This design comes from an exercise in tuning for a short achievable clock period and few clock cycles on the open sky130 flow, not from production work.
Only simulation tests tie the RTL to the original design; equivalence was not proved.
Power is estimated from default activity; no workload was simulated.

==> flow/design.v <==
module encryption_engine (
    input wire sysclk,
    input wire arduino_execute,
    output reg arduino_isfinished,
    input wire arduino_reset,
    input wire [7:0] mem_src_dout,
    output reg mem_src_clk,
    output wire mem_src_oce,
    output reg mem_src_ce,
    output reg mem_src_wre,
    output reg [13:0] mem_src_ad,
    output reg [7:0] mem_src_din,
    input wire [7:0] mem_key_dout,
    output reg mem_key_clk,
    output wire mem_key_oce,
    output reg mem_key_ce,
    output reg mem_key_wre,
    output reg [13:0] mem_key_ad,
    output reg [7:0] mem_key_din,
    input wire [7:0] mem_cmd_dout,
    output reg mem_cmd_clk,
    output wire mem_cmd_oce,
    output reg mem_cmd_ce,
    output reg mem_cmd_wre,
    output reg [13:0] mem_cmd_ad,
    output reg [7:0] mem_cmd_din,
    input wire [7:0] mem_dst_dout,
    output reg mem_dst_clk,
    output wire mem_dst_oce,
    output reg mem_dst_ce,
    output reg mem_dst_wre,
    output reg [13:0] mem_dst_ad,
    output reg [7:0] mem_dst_din,
    input wire [7:0] mem_ram_dout,
    output reg mem_ram_clk,
    output wire mem_ram_oce,
    output reg mem_ram_ce,
    output reg mem_ram_wre,
    output reg [13:0] mem_ram_ad,
    output reg [7:0] mem_ram_din
);
    assign mem_src_oce = 1'b0;
    assign mem_key_oce = 1'b0;
    assign mem_cmd_oce = 1'b0;
    assign mem_dst_oce = 1'b0;
    assign mem_ram_oce = 1'b0;
    localparam NK = 3;            
    localparam FW = 16;           
    localparam IDLE = 0;          
    localparam RD   = 1;          
    localparam DEC  = 2;          
    localparam CHK  = 3;          
    localparam APP  = 4;          
    localparam EXE  = 5;          
    localparam DONE = 6;          
    localparam PWA  = 7;          
    localparam PWB  = 8;          
    localparam PRE  = 9;          
    reg        ph;                
    reg        exe_r;
    reg [9:0]  st;
    reg [13:0] pcn;               
    reg        w_bs, w_lh, w_ll, w_v;    
    reg        w_any;
    reg [7:0]  reg_bank_select;
    reg [4:0]  bank_a, bank_b, bank_c;    
    reg [15:0] lfsr;
    reg [7:0] r_src, r_key, r_cmd, r_dst, r_ram;
    wire [39:0] rall = {r_ram, r_dst, r_cmd, r_key, r_src};
    localparam D01 = 0, D19 = 1, D20 = 2, D22 = 3, D24 = 4, D25 = 5, D26 = 6,
               D30 = 7, D31 = 8, D33 = 9, D34 = 10, D35 = 11,
               DSM = 12,          
               DCK = 13,          
               DOP = 14;          
    reg [14:0] dq;
    reg        p_small;           
    reg        p_two;             
    reg        p_35;
    reg [4:0]  p_x, p_y, p_d;     
    reg [7:0]  p_v0, p_v1;        
    reg        conf;              
    reg [15*FW-1:0] fm;           
    reg [14:0]      fw;           
    reg [4:0]       g_rd;         
    reg [4:0]       g_wr;         
    reg [4:0]       g_wrb;        
    reg             pw;           
    reg             g_ne;         
    reg             g_bulk;       
    reg [NK:0]      nks;          
    reg [16*NK-1:0] lk;           
    reg [8*NK-1:0]  kq;           
    reg             fin;          
    reg [13:0] ar;                
    reg [13:0] a1;                
    reg        rv;                
    reg        p1;                
    reg        c0, c1;            
    reg [4:0]  wrr;               
    reg [4:0]  rdr;               
    reg        m2;                
    reg        up;                
    reg        h;                 
    reg [24:0] sc;                
    reg [39:0] kc;                
    reg [4:0]  wc;                
    function [15:0] lstep8;
        input [15:0] l;
        lstep8 = {l[7:0],
                  l[14]^l[12]^l[11]^l[9],
                  l[13]^l[11]^l[10]^l[8],
                  l[12]^l[10]^l[9]^l[7],
                  l[11]^l[9]^l[8]^l[6],
                  l[10]^l[8]^l[7]^l[5],
                  l[9]^l[7]^l[6]^l[4],
                  l[8]^l[6]^l[5]^l[3],
                  l[7]^l[5]^l[4]^l[2]};
    endfunction
    function [15:0] lstep4;
        input [15:0] l;
        lstep4 = {l[11:0],
                  l[14]^l[12]^l[11]^l[9],
                  l[13]^l[11]^l[10]^l[8],
                  l[12]^l[10]^l[9]^l[7],
                  l[11]^l[9]^l[8]^l[6]};
    endfunction
    function [7:0] keyb;
        input [15:0] l;
        reg [15:0] n;
        begin
            n = lstep8(l);
            keyb = {n[0], n[1], n[2], n[3], n[4], n[5], n[6], n[7]};
        end
    endfunction
    function [4:0] onehot4;
        input [1:0] b;
        onehot4 = {1'b0, b == 2'd3, b == 2'd2, b == 2'd1, b == 2'd0};
    endfunction
    wire [13:0] an = ar + 14'd1;
    wire [13:0] pcn1 = pcn + 14'd1;
    reg [24:0] su;
    reg [4:0] sux, suy;
    integer i, j, c;
    always @(*) begin
        for (j = 0; j < 5; j = j + 1)
            su[j*5 +: 5] = fm[(0*5+j)*FW +: 5] | fm[(1*5+j)*FW +: 5] | fm[(2*5+j)*FW +: 5];
        sux = 5'd0;
        suy = 5'd0;
        for (j = 0; j < 5; j = j + 1) begin
            sux = sux | ({5{p_x[j]}} & su[j*5 +: 5]);
            suy = suy | ({5{p_y[j]}} & su[j*5 +: 5]);
        end
    end
    reg [3*FW-1:0] nf;
    always @(*) begin
        for (c = 0; c < 3; c = c + 1) begin
            nf[c*FW +: FW] = {p_v0, (p_35 ? nks[NK-1:0] : {NK{1'b0}}), 5'd0};
            for (j = 0; j < 5; j = j + 1)
                nf[c*FW +: FW] = nf[c*FW +: FW]
                    ^ ({FW{p_x[j]}} & fm[(c*5+j)*FW +: FW])
                    ^ ({FW{p_y[j]}} & fm[(c*5+j)*FW +: FW]);
        end
    end
    reg [24:0] sc_n;
    reg [39:0] kc_n;
    reg [4:0]  wc_n;
    reg [FW-1:0] f;
    always @(*) begin
        for (j = 0; j < 5; j = j + 1) begin
            f = c0 ? fm[(0*5+j)*FW +: FW] : c1 ? fm[(1*5+j)*FW +: FW] : fm[(2*5+j)*FW +: FW];
            sc_n[j*5 +: 5] = f[4:0];
            kc_n[j*8 +: 8] = f[15:8];
            for (i = 0; i < NK; i = i + 1)
                kc_n[j*8 +: 8] = kc_n[j*8 +: 8] ^ ({8{f[5+i]}} & kq[i*8 +: 8]);
            wc_n[j] = (c0 ? fw[0*5+j] : c1 ? fw[1*5+j] : fw[2*5+j]) & rv;
        end
    end
    reg [39:0] wd;
    always @(*) begin
        for (j = 0; j < 5; j = j + 1) begin
            wd[j*8 +: 8] = kc[j*8 +: 8];
            for (i = 0; i < 5; i = i + 1)
                wd[j*8 +: 8] = wd[j*8 +: 8] ^ ({8{sc[j*5+i]}} & rall[i*8 +: 8]);
        end
    end
    always @(posedge sysclk) begin
        r_src <= mem_src_dout;
        r_key <= mem_key_dout;
        r_cmd <= mem_cmd_dout;
        r_dst <= mem_dst_dout;
        r_ram <= mem_ram_dout;
        dq[D01] <= (r_cmd == 8'h01);
        dq[D19] <= (r_cmd == 8'h19);
        dq[D20] <= (r_cmd == 8'h20);
        dq[D22] <= (r_cmd == 8'h22);
        dq[D24] <= (r_cmd == 8'h24);
        dq[D25] <= (r_cmd == 8'h25);
        dq[D26] <= (r_cmd == 8'h26);
        dq[D30] <= (r_cmd == 8'h30);
        dq[D31] <= (r_cmd == 8'h31);
        dq[D33] <= (r_cmd == 8'h33);
        dq[D34] <= (r_cmd == 8'h34);
        dq[D35] <= (r_cmd == 8'h35);
        dq[DSM] <= (r_cmd == 8'h19) || (r_cmd == 8'h34);
        dq[DCK] <= (r_cmd == 8'h19) || (r_cmd == 8'h34) || (r_cmd == 8'h24) || (r_cmd == 8'h25) ||
                   (r_cmd == 8'h26) || (r_cmd == 8'h30) || (r_cmd == 8'h35);
        dq[DOP] <= (r_cmd == 8'h20) || (r_cmd == 8'h22) || (r_cmd == 8'h31);
    end
    always @(posedge sysclk) begin
        if (arduino_reset) begin
            ph <= 1'b0;
            mem_src_clk <= 1'b0;
            mem_key_clk <= 1'b0;
            mem_cmd_clk <= 1'b0;
            mem_dst_clk <= 1'b0;
            mem_ram_clk <= 1'b0;
            exe_r <= 1'b0;
        end else begin
            ph <= ~ph;
            mem_src_clk <= ~mem_src_clk;
            mem_key_clk <= ~mem_key_clk;
            mem_cmd_clk <= ~mem_cmd_clk;
            mem_dst_clk <= ~mem_dst_clk;
            mem_ram_clk <= ~mem_ram_clk;
            exe_r <= arduino_execute;
        end
    end
    wire op = st[DEC] & ~w_any;           
    wire grp_end = (st[EXE] && !rv && !p1 && !pw && (!m2 || h)) || st[PWB];
    wire fetch = (st[DEC] & (w_bs | w_lh | w_ll | (~w_any & ~dq[D01] & ~dq[DCK])))
               | (st[APP] & ~conf)
               | (st[IDLE] & exe_r);
    always @(posedge sysclk) begin
        if (arduino_reset) begin
            arduino_isfinished <= 1'b0;
            st <= 10'd1 << IDLE;
            pcn <= 14'd0;
            w_bs <= 1'b0;
            w_lh <= 1'b0;
            w_ll <= 1'b0;
            w_v <= 1'b0;
            w_any <= 1'b0;
            reg_bank_select <= 8'd0;
            bank_a <= 5'b00001;
            bank_b <= 5'b00001;
            bank_c <= 5'b00001;
            lfsr <= 16'd0;
            p_small <= 1'b0;
            p_two <= 1'b0;
            p_35 <= 1'b0;
            p_x <= 5'd0;
            p_y <= 5'd0;
            p_d <= 5'd0;
            p_v0 <= 8'd0;
            p_v1 <= 8'd0;
            conf <= 1'b0;
            for (c = 0; c < 3; c = c + 1)
                for (j = 0; j < 5; j = j + 1)
                    fm[(c*5+j)*FW +: FW] <= (16'd1 << j);
            fw <= 15'd0;
            g_rd <= 5'd0;
            g_wr <= 5'd0;
            g_wrb <= 5'd0;
            pw <= 1'b0;
            g_ne <= 1'b0;
            g_bulk <= 1'b0;
            nks <= 1;
            lk <= {16*NK{1'b0}};
            kq <= {8*NK{1'b0}};
            fin <= 1'b0;
            ar <= 14'd0;
            a1 <= 14'd0;
            rv <= 1'b0;
            p1 <= 1'b0;
            c0 <= 1'b0;
            c1 <= 1'b0;
            wrr <= 5'd0;
            rdr <= 5'd0;
            m2 <= 1'b0;
            up <= 1'b0;
            h <= 1'b0;
            sc <= 25'd0;
            kc <= 40'd0;
            wc <= 5'd0;
            mem_src_ce <= 1'b0; mem_src_wre <= 1'b0; mem_src_ad <= 14'd0; mem_src_din <= 8'd0;
            mem_key_ce <= 1'b0; mem_key_wre <= 1'b0; mem_key_ad <= 14'd0; mem_key_din <= 8'd0;
            mem_cmd_ce <= 1'b0; mem_cmd_wre <= 1'b0; mem_cmd_ad <= 14'd0; mem_cmd_din <= 8'd0;
            mem_dst_ce <= 1'b0; mem_dst_wre <= 1'b0; mem_dst_ad <= 14'd0; mem_dst_din <= 8'd0;
            mem_ram_ce <= 1'b0; mem_ram_wre <= 1'b0; mem_ram_ad <= 14'd0; mem_ram_din <= 8'd0;
        end else if (ph) begin
            if (st[EXE]) begin
                if (!m2 || h) mem_cmd_ad <= an;
            end
            else if (st[PRE]) mem_cmd_ad <= 14'd0;
            else mem_cmd_ad <= pcn;
            if (st[IDLE]) arduino_isfinished <= 1'b0;
            if (st[RD]) st <= 10'd1 << DEC;
            if (st[DEC]) begin
                w_bs <= ~w_any & dq[D20];
                w_lh <= ~w_any & dq[D31];
                w_ll <= w_lh;
                w_v <= ~w_any & dq[D22];
                w_any <= (~w_any & dq[DOP]) | w_lh;
                p_small <= ~w_any & dq[DSM];
                p_two <= ~w_any & dq[D34];
                p_35 <= ~w_any & dq[D35];
                p_v0 <= w_v ? r_cmd :
                        dq[D19] ? reg_bank_select :
                        dq[D34] ? lfsr[15:8] : 8'd0;
                p_v1 <= lfsr[7:0];
                p_x <= w_v ? 5'd0 : dq[D26] ? 5'b10000 : bank_a;
                p_y <= (~w_any & dq[D30]) ? bank_b : 5'd0;
                p_d <= (w_v | dq[D26]) ? bank_a :
                       dq[D25] ? 5'b10000 :
                       dq[D30] ? bank_c :
                       dq[DSM] ? 5'b01000 : bank_b;
                if (w_bs) begin
                    reg_bank_select <= r_cmd;
                    bank_a <= onehot4(r_cmd[7:6]);
                    bank_b <= onehot4(r_cmd[5:4]);
                    bank_c <= onehot4(r_cmd[3:2]);
                end
                if (w_lh) lfsr[15:8] <= r_cmd;
                if (w_ll) lfsr[7:0] <= r_cmd;
                if (op & dq[D33]) lfsr <= {lfsr[14:0], lfsr[14]^lfsr[12]^lfsr[11]^lfsr[9]};
                if (op & dq[D01]) begin
                    mem_cmd_ce <= 1'b0;
                    fin <= 1'b1;
                    if (g_ne) begin
                        st <= 10'd1 << PRE;
                    end else begin
                        arduino_isfinished <= 1'b1;
                        st <= 10'd1 << DONE;
                    end
                end
                if (w_v | (op & dq[DCK])) st <= 10'd1 << CHK;
            end
            if (st[CHK]) begin
                conf <= g_ne && p_35 && nks[NK];
                up <= g_ne && !p_small &&
                      ((|(p_d & g_rd)) | (|((sux | suy) & (g_wrb | p_d))));
                st <= 10'd1 << APP;
            end
            if (st[APP]) begin
                if (conf) begin
                    st <= 10'd1 << PRE;
                end else begin
                    g_ne <= 1'b1;
                    if (up) m2 <= 1'b1;
                    if (p_small) begin
                        fm[(0*5+3)*FW +: FW] <= {p_v0, 8'd0};
                        fw[0*5+3] <= 1'b1;
                        if (p_two) begin
                            fm[(1*5+3)*FW +: FW] <= {p_v1, 8'd0};
                            fw[1*5+3] <= 1'b1;
                        end
                        g_wr[3] <= 1'b1;
                    end else begin
                        g_bulk <= 1'b1;
                        for (c = 0; c < 3; c = c + 1)
                            for (j = 0; j < 5; j = j + 1)
                                if (p_d[j]) begin
                                    fm[(c*5+j)*FW +: FW] <= nf[c*FW +: FW];
                                    fw[c*5+j] <= 1'b1;
                                end
                        g_rd <= g_rd | sux | suy;
                        g_wr <= g_wr | p_d;
                        g_wrb <= g_wrb | p_d;
                        if (p_35) begin
                            for (i = 0; i < NK; i = i + 1)
                                if (nks[i]) lk[i*16 +: 16] <= lfsr;
                            nks <= {nks[NK-1:0], 1'b0};
                            lfsr <= lstep4(lfsr);
                        end
                    end
                end
            end
            if (fetch) begin
                pcn <= pcn1;
                mem_cmd_ce <= 1'b1;
                st <= 10'd1 << RD;
            end
            if (st[PRE]) begin
                if (m2) begin
                    wrr <= g_wr;
                    rdr <= g_rd;
                    pw <= 1'b0;
                    mem_src_ad <= 14'd0; mem_src_ce <= g_rd[0]; mem_src_wre <= 1'b0;
                    mem_key_ad <= 14'd0; mem_key_ce <= g_rd[1]; mem_key_wre <= 1'b0;
                    mem_cmd_ce <= g_rd[2]; mem_cmd_wre <= 1'b0;
                    mem_dst_ad <= 14'd0; mem_dst_ce <= g_rd[3]; mem_dst_wre <= 1'b0;
                    mem_ram_ad <= 14'd0; mem_ram_ce <= g_rd[4]; mem_ram_wre <= 1'b0;
                end else begin
                    wrr <= g_wrb | (g_wr & ~g_rd);
                    rdr <= g_rd & ~g_wrb;
                    pw <= g_wr[3] & ~g_wrb[3] & g_rd[3];
                    mem_src_ad <= 14'd0; mem_src_ce <= g_rd[0] & ~g_wr[0]; mem_src_wre <= g_wr[0];
                    mem_key_ad <= 14'd0; mem_key_ce <= g_rd[1] & ~g_wr[1]; mem_key_wre <= g_wr[1];
                    mem_cmd_ce <= g_rd[2]; mem_cmd_wre <= 1'b0;
                    mem_dst_ad <= 14'd0; mem_dst_ce <= g_rd[3] & ~g_wrb[3];
                    mem_dst_wre <= g_wrb[3] | (g_wr[3] & ~g_rd[3]);
                    mem_ram_ad <= 14'd0; mem_ram_ce <= g_rd[4] & ~g_wr[4]; mem_ram_wre <= g_wr[4];
                end
                h <= 1'b0;
                for (i = 0; i < NK; i = i + 1)
                    kq[i*8 +: 8] <= keyb(lk[i*16 +: 16]);
                ar <= 14'd0;
                rv <= 1'b1;
                p1 <= 1'b0;
                c0 <= 1'b1;
                c1 <= 1'b0;
                st <= 10'd1 << EXE;
            end
            if (st[EXE] && !m2) begin
                ar <= an;
                if (g_bulk ? (&ar) : c1) rv <= 1'b0;
                c0 <= 1'b0;
                c1 <= c0;
                p1 <= rv;
                a1 <= ar;
                sc <= sc_n;
                kc <= kc_n;
                wc <= wc_n;
                for (i = 0; i < NK; i = i + 1) begin
                    lk[i*16 +: 16] <= lstep8(lk[i*16 +: 16]);
                    kq[i*8 +: 8] <= keyb(lstep8(lk[i*16 +: 16]));
                end
                if (wrr[0]) begin mem_src_ad <= a1; mem_src_din <= wd[0*8 +: 8]; mem_src_ce <= wc[0]; end
                else begin mem_src_ad <= an; end
                if (wrr[1]) begin mem_key_ad <= a1; mem_key_din <= wd[1*8 +: 8]; mem_key_ce <= wc[1]; end
                else begin mem_key_ad <= an; end
                if (wrr[3]) begin mem_dst_ad <= a1; mem_dst_din <= wd[3*8 +: 8]; mem_dst_ce <= wc[3]; end
                else begin mem_dst_ad <= an; end
                if (wrr[4]) begin mem_ram_ad <= a1; mem_ram_din <= wd[4*8 +: 8]; mem_ram_ce <= wc[4]; end
                else begin mem_ram_ad <= an; end
                if (!rv && !p1) begin
                    mem_src_ce <= 1'b0; mem_src_wre <= 1'b0;
                    mem_key_ce <= 1'b0; mem_key_wre <= 1'b0;
                    mem_cmd_ce <= 1'b0; mem_cmd_wre <= 1'b0;
                    mem_dst_ce <= 1'b0; mem_dst_wre <= 1'b0;
                    mem_ram_ce <= 1'b0; mem_ram_wre <= 1'b0;
                    if (pw) begin
                        mem_dst_ad <= 14'd0;
                        mem_dst_din <= fm[(0*5+3)*FW+8 +: 8];
                        mem_dst_ce <= fw[0*5+3];
                        mem_dst_wre <= 1'b1;
                        st <= 10'd1 << PWA;
                    end
                end
            end
            if (st[EXE] && m2 && !h) begin
                if (g_bulk ? (&ar) : c1) rv <= 1'b0;
                c0 <= 1'b0;
                c1 <= c0;
                p1 <= rv;
                a1 <= ar;
                sc <= sc_n;
                kc <= kc_n;
                wc <= wc_n;
                for (i = 0; i < NK; i = i + 1) begin
                    lk[i*16 +: 16] <= lstep8(lk[i*16 +: 16]);
                    kq[i*8 +: 8] <= keyb(lstep8(lk[i*16 +: 16]));
                end
                if (wrr[0]) begin mem_src_ad <= a1; mem_src_din <= wd[0*8 +: 8]; mem_src_ce <= wc[0]; mem_src_wre <= 1'b1; end
                if (wrr[1]) begin mem_key_ad <= a1; mem_key_din <= wd[1*8 +: 8]; mem_key_ce <= wc[1]; mem_key_wre <= 1'b1; end
                if (wrr[3]) begin mem_dst_ad <= a1; mem_dst_din <= wd[3*8 +: 8]; mem_dst_ce <= wc[3]; mem_dst_wre <= 1'b1; end
                if (wrr[4]) begin mem_ram_ad <= a1; mem_ram_din <= wd[4*8 +: 8]; mem_ram_ce <= wc[4]; mem_ram_wre <= 1'b1; end
                h <= 1'b1;
            end
            if (st[EXE] && m2 && h) begin
                ar <= an;
                if (rdr[0]) begin mem_src_ad <= an; mem_src_ce <= rv; mem_src_wre <= 1'b0; end
                else mem_src_ce <= 1'b0;
                if (rdr[1]) begin mem_key_ad <= an; mem_key_ce <= rv; mem_key_wre <= 1'b0; end
                else mem_key_ce <= 1'b0;
                if (rdr[3]) begin mem_dst_ad <= an; mem_dst_ce <= rv; mem_dst_wre <= 1'b0; end
                else mem_dst_ce <= 1'b0;
                if (rdr[4]) begin mem_ram_ad <= an; mem_ram_ce <= rv; mem_ram_wre <= 1'b0; end
                else mem_ram_ce <= 1'b0;
                mem_cmd_ce <= rdr[2] & rv;
                h <= 1'b0;
                if (!rv && !p1) begin
                    mem_src_ce <= 1'b0; mem_src_wre <= 1'b0;
                    mem_key_ce <= 1'b0; mem_key_wre <= 1'b0;
                    mem_cmd_ce <= 1'b0; mem_cmd_wre <= 1'b0;
                    mem_dst_ce <= 1'b0; mem_dst_wre <= 1'b0;
                    mem_ram_ce <= 1'b0; mem_ram_wre <= 1'b0;
                end
            end
            if (st[PWA]) begin
                mem_dst_ad <= 14'd1;
                mem_dst_din <= fm[(1*5+3)*FW+8 +: 8];
                mem_dst_ce <= fw[1*5+3];
                st <= 10'd1 << PWB;
            end
            if (st[PWB]) begin
                mem_dst_ce <= 1'b0;
                mem_dst_wre <= 1'b0;
            end
            if (grp_end) begin
                for (c = 0; c < 3; c = c + 1)
                    for (j = 0; j < 5; j = j + 1)
                        fm[(c*5+j)*FW +: FW] <= (16'd1 << j);
                fw <= 15'd0;
                g_rd <= 5'd0;
                g_wr <= 5'd0;
                g_wrb <= 5'd0;
                g_ne <= 1'b0;
                g_bulk <= 1'b0;
                m2 <= 1'b0;
                nks <= 1;
                if (fin) begin
                    arduino_isfinished <= 1'b1;
                    st <= 10'd1 << DONE;
                end else begin
                    st <= 10'd1 << CHK;
                end
            end
            if (st[DONE]) begin
                fin <= 1'b0;
                pcn <= 14'd0;
                if (!exe_r) begin
                    arduino_isfinished <= 1'b0;
                    st <= 10'd1 << IDLE;
                end
            end
        end
    end
endmodule
==> flow/run.sh <==
#!/bin/bash
# synth_recipe.tcl (not shown) runs the flow's synth.tcl, then flattens the netlist and writes it again
# the make line also repeats each setting of config.mk as NAME=value (left out here)
make -C /OpenROAD-flow-scripts/flow DESIGN_CONFIG=/design/flow/config.mk WORK_HOME=/design/flow/orfs CLKGATE_MAP_FILE= SYNTH_SCRIPT=/design/flow/synth_recipe.tcl finish
==> flow/config.mk <==
export PLATFORM = sky130hd
export DESIGN_NAME = encryption_engine
export DESIGN_NICKNAME = encryption_engine
export VERILOG_FILES = /design/flow/design.v
export SDC_FILE = /design/flow/constraint.sdc
export NUM_CORES = 4
export LEC_CHECK = 0
export ABC_CLOCK_PERIOD_IN_PS = 1800
export CAP_MARGIN = 20
export CORE_MARGIN = 2
export CORE_UTILIZATION = 70
export SETUP_SLACK_MARGIN = 3.8
export SLEW_MARGIN = 20
==> flow/constraint.sdc <==
create_clock -name core_clock -period 6.0 [get_ports {sysclk}]
set_input_delay 1.2000 -clock core_clock [delete_from_list [all_inputs] [get_ports {sysclk}]]
set_output_delay 1.2000 -clock core_clock [all_outputs]
set_load 0.01 [all_outputs]
==> run summary <==
[power groups by stage]
stage | sequential [mW] | clock (mW) | combinational [mW]
floorplan | 4.90 | 0 | 0.190
global placement | 4.93 | 0 | 0.299
detailed placement | 4.93 | 0 | 0.304
CTS | 4.81 | 4.66 | 0.376
global route | 4.82 | 4.86 | 0.437
finish | 4.82 | 4.70 | 0.424
[routing by layer]
| metal | global-route usage, % | up-vias | routed length (um) |
|---|---|---|---|
| li1 | - | 15700 | - |
| met1 | 62.4 | 17300 | 49200 |
| met5 | 0 | - | 115 |
| met3 | 15.7 | 851 | 22800 |
| met2 | 70.6 | 3215 | 57800 |
| met4 | 30.4 | 10 | 11500 |
[cell usage after synthesis (all sizes together) (62+ instances only)]
cell    count  area share, %
xnor2     443             11
nor2      291            3.0
xor2      162            3.9
nand2     775            8.0
buf       115            1.6
o211ai    115            2.4
a21oi     316            4.3
clkbuf    249            2.6
mux2i      62            1.7
nor3       93            1.3
a211oi     82            1.7
o21ai     253            3.5
dfxtp     710             39
a22o      235            5.6
[worst max-delay path, stage by stage (launching register included)]
cell and delay [ns]:
dfxtp_1 0.39, and4_1 0.29, and3_1 0.24, and4_1 0.27, xnor2_1 0.84, o221ai_1 0.26, o211a_1 0.19
[flip-flops by register name, indices dropped and copies added (netlist names), 10 cells and up]
register    flops
kq             24
sc             20
kc             32
fm            240
dq             14
a1             14
mem_key_ad     14
mem_cmd_ad     14
ar             14
st             10
mem_ram_ad     14
pcn            14
mem_src_ad     14
lfsr           16
lk             45
mem_dst_ad     14
[cell type report]
class	instances	area (um^2)
repair buffers	369	3870
flip-flops and latches	710	14500
repair inverters	1	7.51
multi-input cells	3359	21800
diodes	2	5.00
clock inverters	22	250
fillers	3040	7980
well taps	680	851
clock buffers	108	2160
inverters	36	144
[cells by family (layout without fill, tap and decap cells)]
group	count (synthesis)	after routing
multiplexers	80	80
other	1	15
XOR/XNOR	613	613
AND/OR/NAND/NOR	1383	1391
buffers and inverters	400	536
adder cells (fa/ha/maj)	2	2
AO/OA/AOI/OAI	1260	1260
flip-flops	710	710
[cells in the final DEF, fill, tap and decap left out, types with 14 or more instances in the layout]
cell type and n:
a221oi_1 24, o211ai_1 115, nor2b_1 22, buf_6 130
a22o_1 235, dfxtp_4 24, a22oi_1 50, nand3_1 42
clkbuf_16 80, clkbuf_1 19, o21a_1 19, a211oi_1 81
inv_1 33, nand2_1 763, and2_1 21, dfxtp_1 569
o21ai_0 243, o22ai_1 25, nor3_1 88, mux2_2 18
dfxtp_2 117, nand2b_1 30, clkdlybuf4s50_1 41, xor2_1 154
xnor2_1 399, nor2_1 276, mux2i_1 62, buf_12 15
clkbuf_8 14, xnor2_2 39, a21oi_1 304, o221ai_1 18
buf_4 162, nand3b_1 20
[stage by stage]
stage	hold slack (ns)	total power, mW	setup WS, ns
final	0.405	9.94	3.41
after global routing	0.417	10.1	3.44
after CTS	0.408	9.85	3.67
after detailed placement	0.406	5.23	2.16
after global placement	0.401	5.23	2.26
after floorplan	0.428	5.09	3.46
[final timing paths]
path                                              from                     endpoint  slack [ns]  depth (start not counted)
worst min register to register  mem_key_clk$_SDFF_PP0_       mem_key_clk$_SDFF_PP0_        0.41                          1
worst max-delay path                ar[8]$_SDFFE_PP0P_  mem_key_ad[13]$_SDFFE_PP0P_        3.41                          6
worst min-delay path            mem_key_clk$_SDFF_PP0_       mem_key_clk$_SDFF_PP0_        0.41                          1
worst max register to register      ar[8]$_SDFFE_PP0P_  mem_key_ad[13]$_SDFFE_PP0P_        3.41                          6
[repair_timing]
action                                 4_1_cts  5_1_grt
gates cloned                                11        6
setup endpoints to repair                  739      574
pin swaps                                    8       18
buffers inserted                            88       61
resized for setup                          861      101
endpoints found under the hold margin        0        0
==> qor.csv <==
metric;value;unit
leakage;15.1;nW
final core utilization;84.5;%
Initial Util;71.1;%
crit-path max FO;5;
Yosys warning total;1;
max cap viols;0;
initial antenna violation count;5;
Avg Inst Size Synth;8.23;um^2
clock sink total;710;
P_int;7.64;mW
Synth Area in Simple Gates;16.2;%
HPWL Detailed;85700;um
post-synthesis sequential area ratio;38.8;%
status;timing/DRC/antenna clean;
Tightest Pin Transition;1.18;ns
WP data required;6.53;ns
via/cell ratio;7.01;
Area Growth Syn to Fin;18.9;%
# rows;83;
Slew Limit Fails;0;
height of the die;233;um
Routed WL per cell;26.7;um
nets;4595;
Core Area;51500;um^2
post-route cell area;43500;um^2
fin crit share;43.2;%
die span in x;233;um
antenna-violating nets left;0;
Clk pwr share;47.3;%
Worst EP arrival;3.12;ns
endpoints failing setup;0;
post-synthesis compound-gate area fraction;23.2;%
net switching power;2.30;mW
setup TNS;0;ns
Mapped Area;36600;um^2
CP Capture Type;flip-flop;
vias after detailed routing;37100;
Syn Inst Count;4449;
register clock-pin slew on the reported worst setup and hold paths;0.06;ns
Worst setup SP type;flip-flop;
Crit Path Category;reg -> reg;
pwr dens;228;nW/um^2
Post-synth ARST share;0;%
die area;54200;um^2
CTS root buffer;clkbuf_16;
drt total wl;141000;um
Max H-tree Level;3;
clock period minus worst slack;2.59;ns
Seq cells post-synth;710;
First-pass DRT Iterations;14;
DRC viols;0;
unrepaired setup endpoints after global routing;yes;
proportion of synthesized area in mux cells;2.25;%
total grt overflow;0;
initial drt markers;6711;
Port-buffer cells;160;
Hold Vio Cnt, Final;0;
global-route wire length before repair;201000;um
Hold Crit Class;reg -> reg;
Yosys cell types;75;
largest family of logic cells by synthesized area;compound AO/OA/AOI/OAI gates;
fmax;386;MHz
Clock Skews;0.0240;ns
area share of fa/ha/maj cells after synthesis;0.0683;%
vias in the first global route;33000;
number of flops mapped to enable cells by yosys;0;
Non-Filler Instances;5287;
Synth Area in XOR/XNOR;15.0;%
Overall Global Routing Usage;48.6;%
Slew HR;20.3;%
maximum VDD drop;0.263;mV
GPL Wtd Cong;1.01;
Post-DP Area;38200;um^2
CTS tree;yes;
CTS Buffer Depth;3;
combinational power share;4.3;%
CTS Hold Bufs;0;
layout cells sized above 1;16.2;%
num ports;174;
Sequential Power Share;48.5;%
CTS buffer count;73;
pin count of the biggest net entering global routing;97;
placed insts;4989;
sw frac;23.1;%
ys flop type;dfxtp_1;
clock latency on the worst-skew pair;0.64;ns
Testbench counts, summed over its fixed seeds: cycles 754,956.

port drivers added, routing unchanged:
How much do the figures lean on ideal ports? The routed layout below was timed once more, with nothing changed but the port constraints. Step 1 (the two cells are an assumption about what drives the block):
set clk [get_ports {sysclk}]
set_driving_cell -lib_cell sky130_fd_sc_hd__clkbuf_16 $clk
set_driving_cell -lib_cell sky130_fd_sc_hd__buf_2 [delete_from_list [all_inputs] $clk]
Step 2 also shifts input and output timing later by t, the mid clock arrival at the registers, as if the neighbouring blocks saw the same clock. a / b / c = no drivers / after step 1 / after step 2; a / b = the first two.
t, ns: 0.698
slack for setup (ns): 3.406 / 3.406 / 2.967
worst register clock-pin slew, ns: 0.07 / 0.07
cell pins on the clock port's net: 1
After both steps setup and hold are still met in this run. For this run, drivers alone change the setup slack by 0.000 ns; drivers and shift together by -0.439 ns.
